Source: an optimization exercise on an open RTL-to-GDS flow (aim: small area). Production flows keep margins and buffers that such runs may drop. Only simulation tests tie the RTL to the original design; equivalence was not proved.

run 1:
## snake_top
module snake_top
(
	input clk,
	input rst_n,
	input key0,
	input ps2_clk,
	input ps2_dat,
	output vga_hsync,
	output vga_vsync,
	output vga_blank_n,
	output vga_sync_n,
	output [23:0] vga_rgb,
	output [3:0] ledg,
	output [3:0] ledr,
	output [11:0] score1,
	output [11:0] score2,
	output [1:0] game_status,
	output green_win,
	output red_win,
	output [5:0] head1_x,
	output [5:0] head1_y,
	output [5:0] head2_x,
	output [5:0] head2_y,
	output [17:0] apples_x,
	output [14:0] apples_y,
	output [2:0] apples_on
);
	localparam [1:0] S_RESTART = 2'd0, S_START = 2'd1, S_PLAY = 2'd2, S_DIE = 2'd3;
	logic [3:0] dir1, dir2;      
	PS2_key u_ps2 (
		.i_clk(clk), .i_rst_n(rst_n), .i_key_clk(ps2_clk), .i_key_data(ps2_dat),
		.o_dir1(dir1), .o_dir2(dir2)
	);
	assign ledr = dir2;
	wire anykey = (|dir1) | (|dir2);
	logic [1:0] st;
	logic [12:0] flash;      
	localparam [12:0] FL_MASK = 13'h1013, FL_5000 = 13'h1773, FL_5001 = 13'h0ee7;
	logic gwin, rwin;
	logic hit1, hit2, cross1, cross2;
	always_ff @(posedge clk or negedge rst_n) begin
		if (!rst_n) begin
			st <= S_RESTART;
			flash <= 13'd0;
			gwin <= 1'b0;
			rwin <= 1'b0;
		end else begin
			case (st)
				S_RESTART: if (key0) st <= S_START;
				S_START: if (anykey) begin
					st <= S_PLAY;
					gwin <= 1'b0;
					rwin <= 1'b0;
				end
				S_PLAY: begin
					if (hit1) begin
						st <= S_DIE; rwin <= 1'b1; gwin <= 1'b0;
					end else if (hit2) begin
  ...
Size in the first run: about 9400 cells after synthesis, roughly 470 flip-flops, about 130 I/O pins, about 0.059 mm² of cells after synthesis.
export LEC_CHECK = 0
export CAP_MARGIN = 20
export CORE_MARGIN = 2
export CORE_UTILIZATION = 25
export SLEW_MARGIN = 20
export SYNTH_MEMORY_MAX_BITS = 65536
create_clock -name core_clock -period 40.0 [get_ports {clk}]
standard.sh (not shown) runs the stock make flow with config.mk's settings and CLKGATE_MAP_FILE= SYNTH_SCRIPT=/design/flow/synth_recipe.tcl, a recipe that flattens the netlist after the stock synthesis.
==> flow/flow/run.sh <==
#!/bin/bash
# Layout flow: the standard flow (standard.sh) with these changes, none
# of which touches the registers, the constraints or the power grid:
#  - synthesis: ABC maps the logic with an area-oriented script
#    (flow/abc_map.script: deep AIG optimisation, then amap area mapping)
#    instead of ORFS's default one, and no full/half adder cells are
#    extracted (ADDER_MAP_FILE empty); the rest of the synthesis is the standard flow's
#    own synth_recipe.tcl, so the registers are the standard synthesis's;
#  - port buffers are the smallest buffer (buf_1) instead of a delay buffer.
# Each tool's output goes to flow.log and to ORFS's own logs under orfs/.
set -euo pipefail
HERE=$(pwd)
{
  echo 'proc abc {args} {'
  echo '  set i [lsearch -exact $args -script]'
  echo "  if {\$i >= 0} { set args [lreplace \$args [expr {\$i + 1}] [expr {\$i + 1}] $HERE/flow/abc_map.script] }"
  echo '  yosys abc {*}$args'
  echo '}'
  cat synth_recipe.tcl
} > my_synth.tcl
sed -e "s#SYNTH_SCRIPT=[^ ]*#SYNTH_SCRIPT=$HERE/my_synth.tcl ADDER_MAP_FILE= 'BUFFER_PORTS_ARGS=-buffer_cell sky130_fd_sc_hd__buf_1'#" standard.sh > my_standard.sh
bash my_standard.sh > flow.log 2>&1
==> flow/flow/abc_map.script <==
strash
&get -n
&deepsyn -T 120
&put
dch
amap
> inputs changed (run 1 -> run 2)
Settings: an added CTS_CLUSTER_SIZE of 28; an added CTS_CLUSTER_DIAMETER of 90; a change of CORE_UTILIZATION from 25 to 40.
--- a/flow/flow/run.sh
+++ b/flow/flow/run.sh
@@ -5 +5 @@
-#    (flow/abc_map.script: deep AIG optimisation, then amap area mapping)
+#    (flow/abc_map.script: deep AIG optimisation, then &nf area mapping)
==> flow/flow/abc_map.script <==
strash
&get -n
&deepsyn -T 120
&dch -f
&nf -R 1000 -F 8 -C 32
&put
Results
Run 2: post-synthesis share of cell area spent on full adders, half adders and majority gates higher than run 1. Area of the mapped netlist: lower on run 1. Transition time of the tightest slew-check pin in run 2 is 24 ps lower than in run 1. Summary: final area, run 2 better than run 1. Changes observed in run 2 relative to run 1: count of placed standard cells in the final layout, fillers left out dropped 2532. On run 2: final worst setup slack is 360 ps higher than what run 1 gave. Summary of the comparison: area of the die is lower in run 2, relative to run 1. [diff] worst clock skew, run 2 relative to run 1: improvement.
The following lists how run 3 was set up differently from run 2:
Settings: CAP_MARGIN now 40, was 20; CORE_UTILIZATION now 25, was 40; SLEW_MARGIN now 40, was 20.
--- a/flow/flow/run.sh
+++ b/flow/flow/run.sh
@@ -4,5 +4,7 @@
-#  - synthesis: ABC maps the logic with an area-oriented script
-#    (flow/abc_map.script: deep AIG optimisation, then &nf area mapping)
-#    instead of ORFS's default one, and no full/half adder cells are
-#    extracted (ADDER_MAP_FILE empty); the rest of the synthesis is the standard flow's
-#    own synth_recipe.tcl, so the registers are the standard synthesis's;
+#  - synthesis: ABC maps the logic with area-oriented scripts instead of
+#    ORFS's default one. Several scripts are tried on the same logic (deep
+#    AIG optimisation with different random seeds, then &nf or amap area
+#    mapping; see the *.script files written below) and the mapping with the
+#    smallest cell area is kept. No full/half adder cells are extracted
+#    (ADDER_MAP_FILE empty). The rest of the synthesis is the standard flow's own
+#    synth_recipe.tcl, so the registers are the standard synthesis's.
@@ -12,0 +15,17 @@
+mkdir -p abc
+n=0
+for s in 1 2 3; do
+  for m in nf amap; do
+    n=$((n + 1))
+    {
+      echo strash
+      echo '&get -n'
+      echo "&deepsyn -T 90 -S $s"
+      if [ $m = nf ]; then
+        printf '%s\n' '&dch -f' '&nf -R 1000 -F 8 -C 32' '&put'
+      else
+        printf '%s\n' '&put' 'dch' 'amap'
+      fi
+    } > abc/map$n.script
+  done
+done
@@ -16,2 +35,14 @@
-  echo "  if {\$i >= 0} { set args [lreplace \$args [expr {\$i + 1}] [expr {\$i + 1}] $HERE/flow/abc_map.script] }"
-  echo '  yosys abc {*}$args'
+  echo '  set j [lsearch -exact $args -liberty]'
+  echo '  set lib [lindex $args [expr {$j + 1}]]'
+  echo '  yosys design -save pre_abc'
+  echo '  set best_area 1e30'
+  echo "  foreach s [lsort [glob $HERE/abc/map*.script]] {"
+  echo '    yosys design -load pre_abc'
+  echo '    yosys abc {*}[lreplace $args [expr {$i + 1}] [expr {$i + 1}] $s]'
+  echo '    set st [tee -q -s result.string stat -liberty $lib]'
+  echo '    regexp {Chip area for [^:]*: *([0-9.]+)} $st -> area'
+  echo '    puts "ABC candidate $s: area $area"'
+  echo '    if {$area < $best_area} { set best_area $area; yosys design -save best_abc }'
+  echo '  }'
+  echo '  yosys design -load best_abc'
+  echo '  puts "ABC kept area $best_area"'
removed: flow/flow/abc_map.script
Results
- Run 3: share of the clock period used by the worst path is 5.9 points higher than what run 2 reported.
- Hold slack: run 3 vs run 2 down 43 ps
- [compare] base=run 2 new=run 3: final-layout fill cell count rose by 71%, multi-input combinational cell count -3.1%.
- Overall fraction of global-route tracks in use: run 3 vs run 2 down 5.2 points
> inputs changed (run 3 -> run 4)
Settings: SLEW_MARGIN now 20, was 40; CAP_MARGIN now 20, was 40.
==> flow/flow/run.sh <==
#!/bin/bash
# Layout flow: the standard flow (standard.sh) with these changes, none
# of which touches the registers, the constraints or the power grid:
#  - synthesis: ABC maps the logic with an area-oriented script
#    (flow/abc_map.script: deep AIG optimisation, then &nf area mapping)
#    instead of ORFS's default one, and no full/half adder cells are
#    extracted (ADDER_MAP_FILE empty); the rest of the synthesis is the standard flow's
#    own synth_recipe.tcl, so the registers are the standard synthesis's;
#  - port buffers are the smallest buffer (buf_1) instead of a delay buffer.
# Each tool's output goes to flow.log and to ORFS's own logs under orfs/.
set -euo pipefail
HERE=$(pwd)
{
  echo 'proc abc {args} {'
  echo '  set i [lsearch -exact $args -script]'
  echo "  if {\$i >= 0} { set args [lreplace \$args [expr {\$i + 1}] [expr {\$i + 1}] $HERE/flow/abc_map.script] }"
  echo '  yosys abc {*}$args'
  echo '}'
  cat synth_recipe.tcl
} > my_synth.tcl
sed -e "s#SYNTH_SCRIPT=[^ ]*#SYNTH_SCRIPT=$HERE/my_synth.tcl ADDER_MAP_FILE= 'BUFFER_PORTS_ARGS=-buffer_cell sky130_fd_sc_hd__buf_1'#" standard.sh > my_standard.sh
bash my_standard.sh > flow.log 2>&1
==> flow/flow/abc_map.script (new file) <==
strash
&get -n
&deepsyn -T 120
&dch -f
&nf -R 1000 -F 8 -C 32
&put
--- outcome ---
Run 4 has completed all stages; timing, DRC and antenna checks passed. Run 3 reached the end of the flow, and the finished layout is clean on the timing, design-rule and antenna checks. In run 4 relative to run 3, final area had gone up slightly. Met2 usage in global routing: higher on run 3. Ratio of final minimum period to clock period delta for run 4 relative to run 3: 8.0 points lower. When the final numbers for run 3 and run 4 were put side by side, the critical path depth turned out to be greater in run 3. Run 4 against run 3; DRC violation total after the first TritonRoute iteration is down by more than a quarter. Diff run 3 -> run 4 | number of distinct library cells after synthesis | up by more than 10%.

========
snake_top, a different RTL version from the one above (not shown whole).
For scale: roughly 9300 cells after synthesis, about 470 flip-flops.
==> flow/config.mk <==
export PLATFORM = sky130hd
export DESIGN_NAME = snake_top
export DESIGN_NICKNAME = snake_top
export VERILOG_FILES = /design/flow/design.v
export SDC_FILE = /design/flow/constraint.sdc
export NUM_CORES = 8
export LEC_CHECK = 0
export CAP_MARGIN = 20
export CORE_MARGIN = 2
export CORE_UTILIZATION = 25
export CTS_BUF_LIST = sky130_fd_sc_hd__clkbuf_4
export SLEW_MARGIN = 20
export SYNTH_MEMORY_MAX_BITS = 65536
==> flow/constraint.sdc <==
create_clock -name core_clock -period 40.0 [get_ports {clk}]
set_input_delay 8.0000 -clock core_clock [delete_from_list [all_inputs] [get_ports {clk}]]
set_output_delay 8.0000 -clock core_clock [all_outputs]
set_load 0.01 [all_outputs]
==> flow/flow/run.sh <==
#!/bin/bash
# Layout flow: the standard flow (standard.sh) with these changes, none
# of which touches the registers, the constraints or the power grid:
#  - synthesis: ABC maps the logic with an area-oriented script
#    (flow/abc_map.script) instead of ORFS's default one, and no full/half
#    adder cells are extracted (ADDER_MAP_FILE empty);
#  - port buffers are the smallest buffer (buf_1) instead of a delay buffer;


# Each tool's output goes to flow.log and to ORFS's own logs under orfs/.
set -euo pipefail
HERE=$(pwd)
{
  echo 'proc abc {args} {'
  echo '  set i [lsearch -exact $args -script]'
  echo "  if {\$i >= 0} { set args [lreplace \$args [expr {\$i + 1}] [expr {\$i + 1}] $HERE/flow/abc_map.script] }"
  echo '  yosys abc {*}$args'
  echo '}'
  cat synth_recipe.tcl
} > my_synth.tcl
sed -e "s#SYNTH_SCRIPT=[^ ]*#SYNTH_SCRIPT=$HERE/my_synth.tcl ADDER_MAP_FILE= 'BUFFER_PORTS_ARGS=-buffer_cell sky130_fd_sc_hd__buf_1'#" standard.sh > my_standard.sh
bash my_standard.sh > flow.log 2>&1
==> flow/flow/abc_map.script <==
strash
&get -n
&deepsyn -T 120
&put
dch
amap
==> next run, changes <==
==> flow/flow/run.sh (replaced) <==
#!/bin/bash
# Layout flow: the standard flow (standard.sh), except for two synthesis
# settings that only change how the combinational logic is mapped:
#  - ABC maps with an area-oriented script (flow/abc_map.script) instead of
#    ORFS's default one;
#  - no full/half-adder cell extraction (ADDER_MAP_FILE empty).
# Registers come out of the standard flow's own synthesis script unchanged.
set -euo pipefail
HERE=$(pwd)
{
  echo 'proc abc {args} {'
  echo '  set i [lsearch -exact $args -script]'
  echo "  if {\$i >= 0} { set args [lreplace \$args [expr {\$i + 1}] [expr {\$i + 1}] $HERE/flow/abc_map.script] }"
  echo '  yosys abc {*}$args'
  echo '}'
  cat synth_recipe.tcl
} > my_synth.tcl
sed -e "s#SYNTH_SCRIPT=[^ ]*#SYNTH_SCRIPT=$HERE/my_synth.tcl ADDER_MAP_FILE=#" standard.sh > my_standard.sh
bash my_standard.sh > flow.log 2>&1
==> flow/flow/abc_map.script (replaced) <==
strash
&get -n
&st
&syn2
&dch -f
&nf -R 1000 -F 8 -C 32
&put
Settings changed: CORE_UTILIZATION 25 to 28, CTS_BUF_LIST sky130_fd_sc_hd__clkbuf_4 to default.
After rerunning: The new run produced a clean layout. Clock-buffer cell count decreases by 118. Global-route usage shrinks by 7.2 points. Synthesized cell count goes down slightly. Routed wire length goes down by about a fifth. Via count goes down by roughly a tenth. Sequential share of layout area drops by 1.9 points. Fmax grows by about a fifth. Register-to-register slack gets better by 2900 ps. Cell count fell by a few percent.
==> next run, changes <==
==> flow/flow/run.sh (replaced) <==
#!/bin/bash
# Layout flow: the standard flow (standard.sh) with these changes, none
# of which touches the registers, the constraints or the power grid:
#  - synthesis: ABC maps the logic with an area-oriented script (deep AIG optimisation, then &nf)
#    (flow/abc_map.script) instead of ORFS's default one, and no full/half
#    adder cells are extracted (ADDER_MAP_FILE empty);
#  - port buffers are the smallest buffer (buf_1) instead of a delay buffer;
#  - after global routing, gates on paths with slack are downsized
#    (RECOVER_POWER), which returns area.
# Each tool's output goes to flow.log and to ORFS's own logs under orfs/.
set -euo pipefail
HERE=$(pwd)
{
  echo 'proc abc {args} {'
  echo '  set i [lsearch -exact $args -script]'
  echo "  if {\$i >= 0} { set args [lreplace \$args [expr {\$i + 1}] [expr {\$i + 1}] $HERE/flow/abc_map.script] }"
  echo '  yosys abc {*}$args'
  echo '}'
  cat synth_recipe.tcl
} > my_synth.tcl
sed -e "s#SYNTH_SCRIPT=[^ ]*#SYNTH_SCRIPT=$HERE/my_synth.tcl ADDER_MAP_FILE= RECOVER_POWER=100 'BUFFER_PORTS_ARGS=-buffer_cell sky130_fd_sc_hd__buf_1'#" standard.sh > my_standard.sh
bash my_standard.sh > flow.log 2>&1
==> flow/flow/abc_map.script (replaced) <==
strash
&get -n
&deepsyn -T 120
&dch -f
&nf -R 1000 -F 8 -C 32
&put
Settings changed: CORE_UTILIZATION 28 to 25, CTS_BUF_LIST from default to sky130_fd_sc_hd__clkbuf_4.
Effect: Now the flow completed and failed the layout checks on max-capacitance violations, max-slew violations; setup slack got worse by 1700 ps; clock skew rises by 130 ps; via count falls by 11%; non-clock buffer count falls by 68; die area rises by 0.95%; worst hold slack stays flat; synthesized area falls by 9.9%; sequential cell count stays the same.
==> next run, changes <==
--- a/flow/flow/run.sh
+++ b/flow/flow/run.sh
@@ -7,4 +7,4 @@
 #  - port buffers are the smallest buffer (buf_1) instead of a delay buffer;
-#  - after global routing, gates on paths with slack are downsized
-#    (RECOVER_POWER), which returns area.
+
+
 # Each tool's output goes to flow.log and to ORFS's own logs under orfs/.
@@ -20,3 +20,3 @@
 } > my_synth.tcl
-sed -e "s#SYNTH_SCRIPT=[^ ]*#SYNTH_SCRIPT=$HERE/my_synth.tcl ADDER_MAP_FILE= RECOVER_POWER=100 'BUFFER_PORTS_ARGS=-buffer_cell sky130_fd_sc_hd__buf_1'#" standard.sh > my_standard.sh
+sed -e "s#SYNTH_SCRIPT=[^ ]*#SYNTH_SCRIPT=$HERE/my_synth.tcl ADDER_MAP_FILE= 'BUFFER_PORTS_ARGS=-buffer_cell sky130_fd_sc_hd__buf_1'#" standard.sh > my_standard.sh
 bash my_standard.sh > flow.log 2>&1
With this change the flow finished clean.
Maximum frequency climbs by a few percent.
Final area goes up slightly.
Via count barely changes.
Critical path depth came out lower by 3.
First-iteration DRC count is lower slightly.
Synthesized area is unchanged.
Flip-flop and latch count is unchanged.
Routed wire length barely changes.

[afterwards: timing with drivers on the ports]
The flow's constraints put no driver on any port. The routed layouts listed below were extracted and timed again, unchanged, in two steps. Step 1 assumes that a clkbuf_16 drives the clock port and a buf_2 every other input. Step 2 moves the port delays by t, midway between the first and last clock arrival at a register: inputs arrive t later, outputs are due t later. That takes back most of the time a late clock gives input paths. a / b / c = ideal / step 1 / step 2; a / b = the first two.
run | t, ns | setup slack, ns | worst hold slack (ns) | worst setup path at the end
run 1 | 0.846 | 20.604 / 20.604 / 20.604 | 0.357 / 0.357 / 0.357 | register to register
run 2 | 0.726 | 20.967 / 20.878 / 21.604 | 0.362 / 0.362 / 0.362 | register to output
run 3 | 0.792 | 18.618 / 18.520 / 19.312 | 0.319 / 0.319 / 0.319 | register to output
run 4 | 0.742 | 21.803 / 21.717 / 22.459 | 0.370 / 0.370 / 0.370 | register to output
the first run of note 2 | 1.325 | 19.286 / 19.191 / 20.516 | 0.357 / 0.357 / 0.357 | register to output
the second run of note 2 | 0.805 | 22.592 / 22.496 / 23.301 | 0.355 / 0.355 / 0.355 | register to output
the third run of note 2 | 1.185 | 20.846 / 20.765 / 21.347 | 0.356 / 0.356 / 0.356 | input, reset recovery
the fourth run of note 2 | 1.178 | 21.757 / 21.678 / 22.856 | 0.356 / 0.356 / 0.356 | register to output
The worst setup slack also covers recovery checks on asynchronous resets.
